This design comes from an exercise in tuning for small area on the open sky130 flow, not from production work.
The RTL was checked by simulation tests, not by an equivalence proof against the original design.
The clock input has no modelled driver; a real chip could not lean on it and would need a root buffer or a full tree.
No activity file was given, so power comes from the tool's default toggle rates.

==> flow/design.v <==
module Circuit (
    input clk,
    input entry_sensor,
    input exit_sensor,
    input [1:0] switch,
    input reset,
    output [3:0] parking_slots,
    output door_open_light,
    output full_light,
    output [2:0] capacity,
    output [2:0] best_place,
    output [7:0] sev_data,
    output [4:0] sev_sel
);
  wire odd, ent, ext, fe, fx, en_2Hz, en_1Hz, pulse, fullent;
  wire [3:0] state;
  PkDeb u_de (.clk(clk), .reset(reset), .b(entry_sensor), .fire(fe));
  PkDeb u_dx (.clk(clk), .reset(reset), .b(exit_sensor), .fire(fx));
  PkPhase u_ph (.clk(clk), .reset(reset), .fe(fe), .fx(fx), .odd(odd), .ent(ent), .ext(ext));
  PkDiv u_div (.clk(clk), .reset(reset), .c0(odd), .en_2Hz(en_2Hz), .en_1Hz(en_1Hz));
  PkFsm u_fsm (.clk(clk), .reset(reset), .ent(ent), .ext(ext), .switch(switch),
               .state(state), .pulse(pulse), .fullent(fullent));
  assign parking_slots = state;
  PkCap u_cap (.state(state), .capacity(capacity), .best_place(best_place));
  PkDoor u_door (.clk(clk), .reset(reset), .en(en_2Hz), .trig(pulse), .led(door_open_light));
  PkFull u_full (.clk(clk), .reset(reset), .en(en_1Hz), .trig(fullent), .led(full_light));
  PkDisp u_disp (.clk(clk), .reset(reset), .capacity(capacity), .best_place(best_place),
                 .sev_data(sev_data), .sev_sel(sev_sel));
endmodule
module PkDiv (input clk, input reset, input c0, output en_2Hz, output en_1Hz);
  reg [4:1] c;
  reg [6:0] l;
  wire lt = (l[5:0] == 6'h2a);
  wire lfb = (l[0] ^ l[6]) & ~lt;
  always @(posedge clk or posedge reset) begin
    if (reset) begin
      c <= 4'd0;
      l <= 7'h54;
    end else begin
      c <= c + {3'd0, c0};
      l <= {l[5:0], lfb};
    end
  end
  wire lt7 = lt & c0 & c[1] & c[2];
  assign en_2Hz = lt7 & ~c[3];
  assign en_1Hz = lt7 & c[3] & ~c[4];
endmodule
module PkPhase (input clk, input reset, input fe, input fx, output odd, output ent, output ext);
  reg u, v;
  assign odd = u & v;
  assign ent = u & ~v;
  assign ext = ~u & v;
  always @(posedge clk or posedge reset) begin
    if (reset) begin
      u <= 1'b0; v <= 1'b0;
    end else begin
      u <= ~odd | (fe & ~fx);
      v <= ~odd | (fx & ~fe);
    end
  end
endmodule
module PkDeb (input clk, input reset, input b, output fire);
  reg [1:0] g;
  assign fire = g[1] & ~g[0];
  always @(posedge clk or posedge reset) begin
    if (reset) g <= 2'b00;
    else g <= {~b & g[0], ~b & ~g[1]};
  end
endmodule
module PkFsm (input clk, input reset, input ent, input ext, input [1:0] switch,
              output reg [3:0] state, output reg pulse, output fullent);
  wire full = &state;
  wire [3:0] clr = {4{ext}} & (4'b0001 << switch);
  wire [3:0] set = {ent & (&state[2:0]), ent & (&state[1:0]), ent & state[0], ent};
  assign fullent = ent & full;
  always @(posedge clk or posedge reset) begin
    if (reset) begin
      state <= 4'd0;
      pulse <= 1'b0;
    end else begin
      state <= (state | set) & ~clr;
      pulse <= (ent & ~full) | |(state & clr);
    end
  end
endmodule
module PkCap (input [3:0] state, output [2:0] capacity, output [2:0] best_place);
  assign capacity[0] = ^state;
  assign capacity[1] = ((state[0] ^ state[1]) & (state[2] ^ state[3])) |
                       ((state[0] | state[1]) ^ (state[2] | state[3]));
  assign capacity[2] = ~(|state);
  assign best_place[2] = &state;
  assign best_place[1] = state[0] & state[1] & ~(state[2] & state[3]);
  assign best_place[0] = state[0] & (~state[1] | state[2]);
endmodule
module PkDoor (input clk, input reset, input en, input trig, output reg led);
  reg tl;
  reg [1:0] p;
  wire idle = ~(p[1] | p[0]);
  always @(posedge clk or posedge reset) begin
    if (reset) begin
      tl <= 1'b0; led <= 1'b0; p <= 2'b00;
    end else begin
      if (trig) tl <= 1'b1;
      else if (en & idle) tl <= 1'b0;
      if (en) begin
        if (idle) begin
          led <= tl;
          p <= {tl, 1'b0};
        end else begin
          led <= ~led & ~p[0];
          if (~led) p <= {1'b0, p[1]};
        end
      end
    end
  end
endmodule
module PkFull (input clk, input reset, input en, input trig, output reg led);
  reg tl;
  reg [1:0] p;
  wire idle = ~(p[1] | p[0]);
  always @(posedge clk or posedge reset) begin
    if (reset) begin
      tl <= 1'b0; led <= 1'b0; p <= 2'b00;
    end else begin
      if (trig) tl <= 1'b1;
      else if (en & idle) tl <= 1'b0;
      if (en) begin
        if (idle) begin
          led <= tl;
          p <= {tl, tl};
        end else begin
          led <= ~led & ~(p == 2'b01);
          if (~led) p <= p - 2'd1;
        end
      end
    end
  end
endmodule
module PkDisp (input clk, input reset, input [2:0] capacity, input [2:0] best_place,
               output reg [7:0] sev_data, output [4:0] sev_sel);
  reg [9:0] r;
  wire tick = ((r & 10'h0ef) == 10'h026);
  wire rfb = (r[8] ^ r[9]) & ~tick;
  reg [3:0] q;
  wire blank = (q[2:0] == (3'd4));
  always @(posedge clk or posedge reset) begin
    if (reset) begin
      r <= 10'h04c;
      q <= {1'b0, 3'd5};
    end else begin
      r <= {r[8:0], rfb};
      if (tick) begin
        if (blank) q[2:0] <= (q[3] ? capacity : best_place) ^ 3'd3;
        else begin
          q[3] <= ~q[3];
          q[2:0] <= 3'd4;
        end
      end
    end
  end
  wire [2:0] v = q[2:0] ^ 3'd3;
  wire ab = v[2] & v[1];
  assign sev_sel = {1'b0, q[3] & ab & v[0], q[3] & ~ab, ~q[3] & ab & v[0], ~q[3] & ~ab};
  always @(*) begin
    case (q[2:0])
      3'd3: sev_data = 8'b00111111;
      3'd2: sev_data = 8'b00000110;
      3'd1: sev_data = 8'b01011011;
      3'd0: sev_data = 8'b01001111;
      3'd7: sev_data = 8'b01100110;
      3'd6: sev_data = 8'b01101101;
      3'd5: sev_data = 8'b00000000;
      3'd4: sev_data = 8'b00000000;
    endcase
  end
endmodule
clock: 10.0 ns
lec_check: 0
cap_margin: 20
core_margin: 2
core_utilization: 40
slew_margin: 20
standard.sh (not shown) runs the stock make flow with config.mk's settings and CLKGATE_MAP_FILE= SYNTH_SCRIPT=/design/flow/synth_recipe.tcl, a recipe that flattens the netlist after the stock synthesis.
==> flow/flow/run.sh <==
#!/bin/bash
# Own layout flow: the standard flow (standard.sh) with these changes, none of
# which touches the registers, the floorplan rules or the constraints:
#  1. synthesis: the standard synthesis runs first; then the same synthesis runs
#     again with an area-oriented ABC script and without half-adder extraction.
#     Its netlist is kept only if its flip-flops (names and cell types) are
#     exactly the standard synthesis's; otherwise the standard netlist is used.
#  2. port buffers are buf_1 instead of the 10 um2 delay buffer buffer_ports picks;
#  3. after the placement resize, combinational cells go to their smallest drive
#     strength and repair_design fixes any slew/cap violation (flow/downsize.tcl);
#  4. clock tree: the clock port drives a few buffers, each driving the
#     flip-flops of one placement cluster (flow/cts1.tcl); the smallest buffer
#     set whose clock-pin slew estimate is under CTS1_MAX_SLEW_PS is kept.
# Each tool's output goes to a log file in this folder.
set -euo pipefail
W=$(pwd)
R=$W/orfs/results/sky130hd/Circuit/base
export BUFFER_PORTS_ARGS="-buffer_cell sky130_fd_sc_hd__buf_1"
export POST_RESIZE_TCL="$W/flow/downsize.tcl"
CTS1_MAX_SLEW_PS=115

bash standard.sh synth > flow_1_std_synth.log 2>&1
cp $R/1_2_yosys.v $W/std_1_2_yosys.v
cp $R/1_synth.odb $W/std_1_synth.odb 2>/dev/null || true
python3 flow/regs.py $W/std_1_2_yosys.v | sort > std_regs.txt

rm -f $R/1_2_yosys.v $R/1_synth.odb $R/1_synth.sdc $R/1_2_yosys.sdc
if bash standard.sh SYNTH_SCRIPT=$W/flow/my_synth.tcl ADDER_MAP_FILE= synth > flow_2_area_synth.log 2>&1 \
   && python3 flow/regs.py $R/1_2_yosys.v | sort > area_regs.txt \
   && cmp -s std_regs.txt area_regs.txt && [ -s area_regs.txt ]; then
  echo "using area synthesis" > synth_choice.log
else
  echo "using standard synthesis" > synth_choice.log
  rm -f $R/1_2_yosys.v $R/1_synth.odb $R/1_synth.sdc $R/1_2_yosys.sdc
  bash standard.sh synth > flow_2b_std_synth.log 2>&1
fi

bash standard.sh place > flow_3_place.log 2>&1
# Try clock buffer sets from the smallest area up; keep the first whose worst
# flip-flop clock-pin slew (placement estimate) is at most CTS1_MAX_SLEW_PS.
for cfg in buf_4:4 buf_6:3 buf_4:5 clkbuf_8:3 buf_6:4 clkbuf_8:4 clkbuf_8:5 clkbuf_16:4; do
  b=${cfg%:*}; k=${cfg#*:}
  PLATFORM_DIR=$FLOW_HOME/platforms/sky130hd RESULTS_DIR=$R CTS1_K=$k CTS1_BUF=sky130_fd_sc_hd__$b \
    CTS1_MAX_SLEW_PS=$CTS1_MAX_SLEW_PS CTS1_RESULT=$W/cts1_result.txt \
    DONT_USE_CELLS="sky130_fd_sc_hd__probe_p_8 sky130_fd_sc_hd__probec_p_8" \
    openroad -no_init -exit flow/cts1.tcl > flow_4_cts1_${b}_$k.log 2>&1
  if [ "$(cat $W/cts1_result.txt)" = ok ]; then echo "$b x$k" > cts1_choice.log; break; fi
done
cp $R/4_1_cts.odb $R/4_cts.odb
touch $R/4_cts.sdc
bash standard.sh finish > flow_5_finish.log 2>&1
==> flow/flow/area.abc <==
strash
ifraig
dc2
dch -f
amap -m -F 4 -A 8
strash
dch -f
amap -m -F 4 -A 8
topo
==> flow/flow/cts1.tcl <==
# Clock tree of one buffer: the clock port drives a single clock buffer, which
# drives every flip-flop clock pin. Reads 3_place.odb, writes 4_1_cts.odb and
# 4_cts.sdc in RESULTS_DIR.
set P $::env(PLATFORM_DIR)
set R $::env(RESULTS_DIR)
read_lef $P/lef/sky130_fd_sc_hd.tlef
read_lef $P/lef/sky130_fd_sc_hd_merged.lef
read_liberty $P/lib/sky130_fd_sc_hd__tt_025C_1v80.lib
read_db $R/3_place.odb
read_sdc $R/3_place.sdc
source $P/setRC.tcl

set bufcell $::env(CTS1_BUF)
set block [ord::get_db_block]
set clknet [$block findNet clk]
set sinks {}
foreach it [$clknet getITerms] { lappend sinks $it }
set db [ord::get_db]
set k $::env(CTS1_K)
# sink locations
set pts {}
foreach it $sinks {
  set bb [[$it getInst] getBBox]
  lappend pts [list [expr {([$bb xMin] + [$bb xMax]) / 2}] [expr {([$bb yMin] + [$bb yMax]) / 2}]]
}
set n [llength $pts]
# k-means, seeded with sinks spread along the sorted order
set order [lsort -integer -index 0 [lmap p $pts {lindex $p 0}]]
set cent {}
set srt [lsort -real -index 0 $pts]
for {set c 0} {$c < $k} {incr c} { lappend cent [lindex $srt [expr {int(($c + 0.5) * $n / $k)}]] }
# balanced k-means: each cluster takes at most ceil(n/k) sinks
set cap [expr {($n + $k - 1) / $k}]
for {set iter 0} {$iter < 30} {incr iter} {
  set pairs {}
  set i 0
  foreach p $pts {
    for {set c 0} {$c < $k} {incr c} {
      lappend pairs [list [expr {abs([lindex $p 0] - [lindex $cent $c 0]) + abs([lindex $p 1] - [lindex $cent $c 1])}] $i $c]
    }
    incr i
  }
  set asg [lrepeat $n -1]
  set size [lrepeat $k 0]
  foreach pr [lsort -real -index 0 $pairs] {
    lassign $pr d i c
    if {[lindex $asg $i] >= 0 || [lindex $size $c] >= $cap} { continue }
    lset asg $i $c
    lset size $c [expr {[lindex $size $c] + 1}]
  }
  set newc {}
  for {set c 0} {$c < $k} {incr c} {
    set x 0; set y 0; set m 0
    foreach p $pts a $asg { if {$a == $c} { set x [expr {$x + [lindex $p 0]}]; set y [expr {$y + [lindex $p 1]}]; incr m } }
    if {$m == 0} { lappend newc [lindex $cent $c] } else { lappend newc [list [expr {$x / $m}] [expr {$y / $m}]] }
  }
  set cent $newc
}
for {set c 0} {$c < $k} {incr c} {
  set net($c) [odb::dbNet_create $block clknet_leaf_$c]
  $net($c) setSigType CLOCK
  set b [odb::dbInst_create $block [$db findMaster $bufcell] clkbuf_leaf_$c]
  [$b findITerm A] connect $clknet
  [$b findITerm X] connect $net($c)
  $b setLocation [expr {int([lindex $cent $c 0])}] [expr {int([lindex $cent $c 1])}]
  $b setPlacementStatus PLACED
}
foreach it $sinks a $asg {
  $it disconnect
  $it connect $net($a)
}
puts "cts1: $n clock sinks on $k $bufcell: [lsort $asg]"
set_dont_use $::env(DONT_USE_CELLS)
detailed_placement
check_placement -verbose
set_propagated_clock [all_clocks]
estimate_parasitics -placement
set mx 0
foreach pin [all_registers -clock_pins -edge_triggered] {
  foreach edge {rise fall} { foreach an {min max} {
    set sl [get_property $pin slew_${an}_$edge]
    set mx [expr {max($mx, [sta::time_ui_sta $sl] * 1e12)}]
  } }
}
puts "cts1: worst clock pin slew $mx ps"
set f [open $::env(CTS1_RESULT) w]
puts $f [expr {$mx <= $::env(CTS1_MAX_SLEW_PS) ? "ok" : "fail"}]
close $f
report_worst_slack -max
report_worst_slack -min
write_db $R/4_1_cts.odb
write_sdc $R/4_cts.sdc
==> flow/flow/my_synth.tcl <==
# The standard flow's synthesis script (../synth_recipe.tcl), with ABC run on an area-oriented
# script (flow/area.abc) instead of ORFS's speed script. Registers are mapped
# before ABC, so they come out the same as in the standard synthesis.
set ::my_abc_script [file join [file dirname [file normalize [info script]]] area.abc]
proc abc {args} {
  set i [lsearch -exact $args -script]
  if {$i >= 0} { lset args [expr {$i + 1}] $::my_abc_script }
  set j [lsearch -exact $args -constr]
  if {$j >= 0} { set args [lreplace $args $j [expr {$j + 1}]] }
  yosys abc {*}$args
}
source [file join [file dirname [file dirname [file normalize [info script]]]] synth_recipe.tcl]
Other scripts of this flow, unchanged in this note and not shown: flow/flow/downsize.tcl, flow/flow/regs.py
Then changed:
--- a/flow/flow/run.sh
+++ b/flow/flow/run.sh
@@ -19,3 +19,3 @@
 export POST_RESIZE_TCL="$W/flow/downsize.tcl"
-CTS1_MAX_SLEW_PS=115
+CTS1_MAX_SLEW_PS=118
 
The changed run passed the timing, design-rule and antenna checks.
Synthesized area stays the same.
Synthesized cell count does not change.
Power does not change.
Routed wire length is unchanged.
Final area is unchanged.
Worst hold slack is unchanged.
Global-route usage stays the same.
Then changed:
==> flow/flow/area1.abc (new file) <==
strash
ifraig
dc2
dch -f
amap -m -F 4 -A 8
strash
dch -f
amap -m -F 4 -A 8
topo
==> flow/flow/area2.abc (new file) <==
strash
ifraig
dc2
dch -f
if -K 4
mfs2 -W 4
strash
dch -f
amap -m -F 4 -A 8
strash
dch -f
amap -m -F 4 -A 8
topo
==> flow/flow/area3.abc (new file) <==
strash
ifraig
dc2
dch -f
amap -m -F 4 -A 8 -E 0.01
topo
==> flow/flow/area4.abc (new file) <==
strash
dc2
dch -f
amap -m -F 4 -A 8
strash
dch -f
amap -m -F 4 -A 8
strash
dch -f
amap -m -F 4 -A 8
topo
==> flow/flow/area8.abc (new file) <==
strash
dc2
dch
amap -m -F 2 -A 4
strash
dch -f
amap -m -F 8 -A 16
topo
==> flow/flow/my_synth.tcl (replaced) <==
# The standard flow's synthesis script (../synth_recipe.tcl), with ABC run on area-oriented
# scripts (flow/area*.abc) instead of ORFS's speed script: each script maps the
# logic and the smallest result is kept. Registers are mapped before ABC, so they
# come out the same as in the standard synthesis.
set ::my_flow_dir [file dirname [file normalize [info script]]]
proc abc {args} {
  set lib ""
  set i [lsearch -exact $args -liberty]
  if {$i >= 0} { set lib [lindex $args [expr {$i + 1}]] }
  set j [lsearch -exact $args -constr]
  if {$j >= 0} { set args [lreplace $args $j [expr {$j + 1}]] }
  set k [lsearch -exact $args -script]
  yosys design -save my_pre_abc
  set best ""
  set bestA 1e18
  foreach s [lsort [glob -directory $::my_flow_dir area*.abc]] {
    yosys design -load my_pre_abc
    set a $args
    if {$k >= 0} { lset a [expr {$k + 1}] $s }
    yosys abc {*}$a
    set rpt [file join $::env(OBJECTS_DIR) my_abc_stat.txt]
    yosys tee -q -o $rpt stat -liberty $lib
    set f [open $rpt r]; set txt [read $f]; close $f
    set area 1e18
    regexp {Chip area for module[^:]*:\s*([0-9.]+)} $txt -> area
    puts "my_synth: [file tail $s] area $area"
    if {$area < $bestA} { set bestA $area; set best $s; yosys design -save my_best_abc }
  }
  puts "my_synth: kept [file tail $best] ($bestA)"
  yosys design -load my_best_abc
}
source [file join [file dirname $::my_flow_dir] synth_recipe.tcl]
removed: flow/flow/area.abc
The changed run produced a clean layout.
Clock power decreases by about 2%.
Setup slack improves by 0.082 ns.
Power increases by 0.97%.
First-iteration DRC count decreases by 10%.
Global-route usage increases by 0.42 points.
Cell area does not change.
Via count hardly moves.
Synthesized area decreases by 0.42%.
Die area decreases by 0.40%.
Clock skew increases by 0.0048 ns.
Sequential power stays flat.
In every run of this note, the design's own scripts or RTL, not TritonCTS, make the clock network.

[separate check: timing with driven ports]
No port has a modelled driver above. Below, the same layouts with a new extraction and two added sets of constraints. Step 1, drivers: a clkbuf_16 drives clk and a buf_2 each remaining input, both assumed. Step 2 also shifts input and output timing later by t, the mid clock arrival at the registers, as if the neighbouring blocks saw the same clock. Three values: ideal, step 1, step 2; two values: the first two.
run	t, ns	slack for setup (ns)	worst setup path after step 2	worst register clock-pin slew, ns	cell pins on the clock port's net
the first run	0.171	6.417 / 6.370 / 6.541	register to output	0.10 / 0.10	3
the second run	0.171	6.417 / 6.370 / 6.541	register to output	0.10 / 0.10	3
the third run	0.171	6.499 / 6.450 / 6.621	register to output	0.10 / 0.10	3
After both steps setup and hold are still met in every run listed.
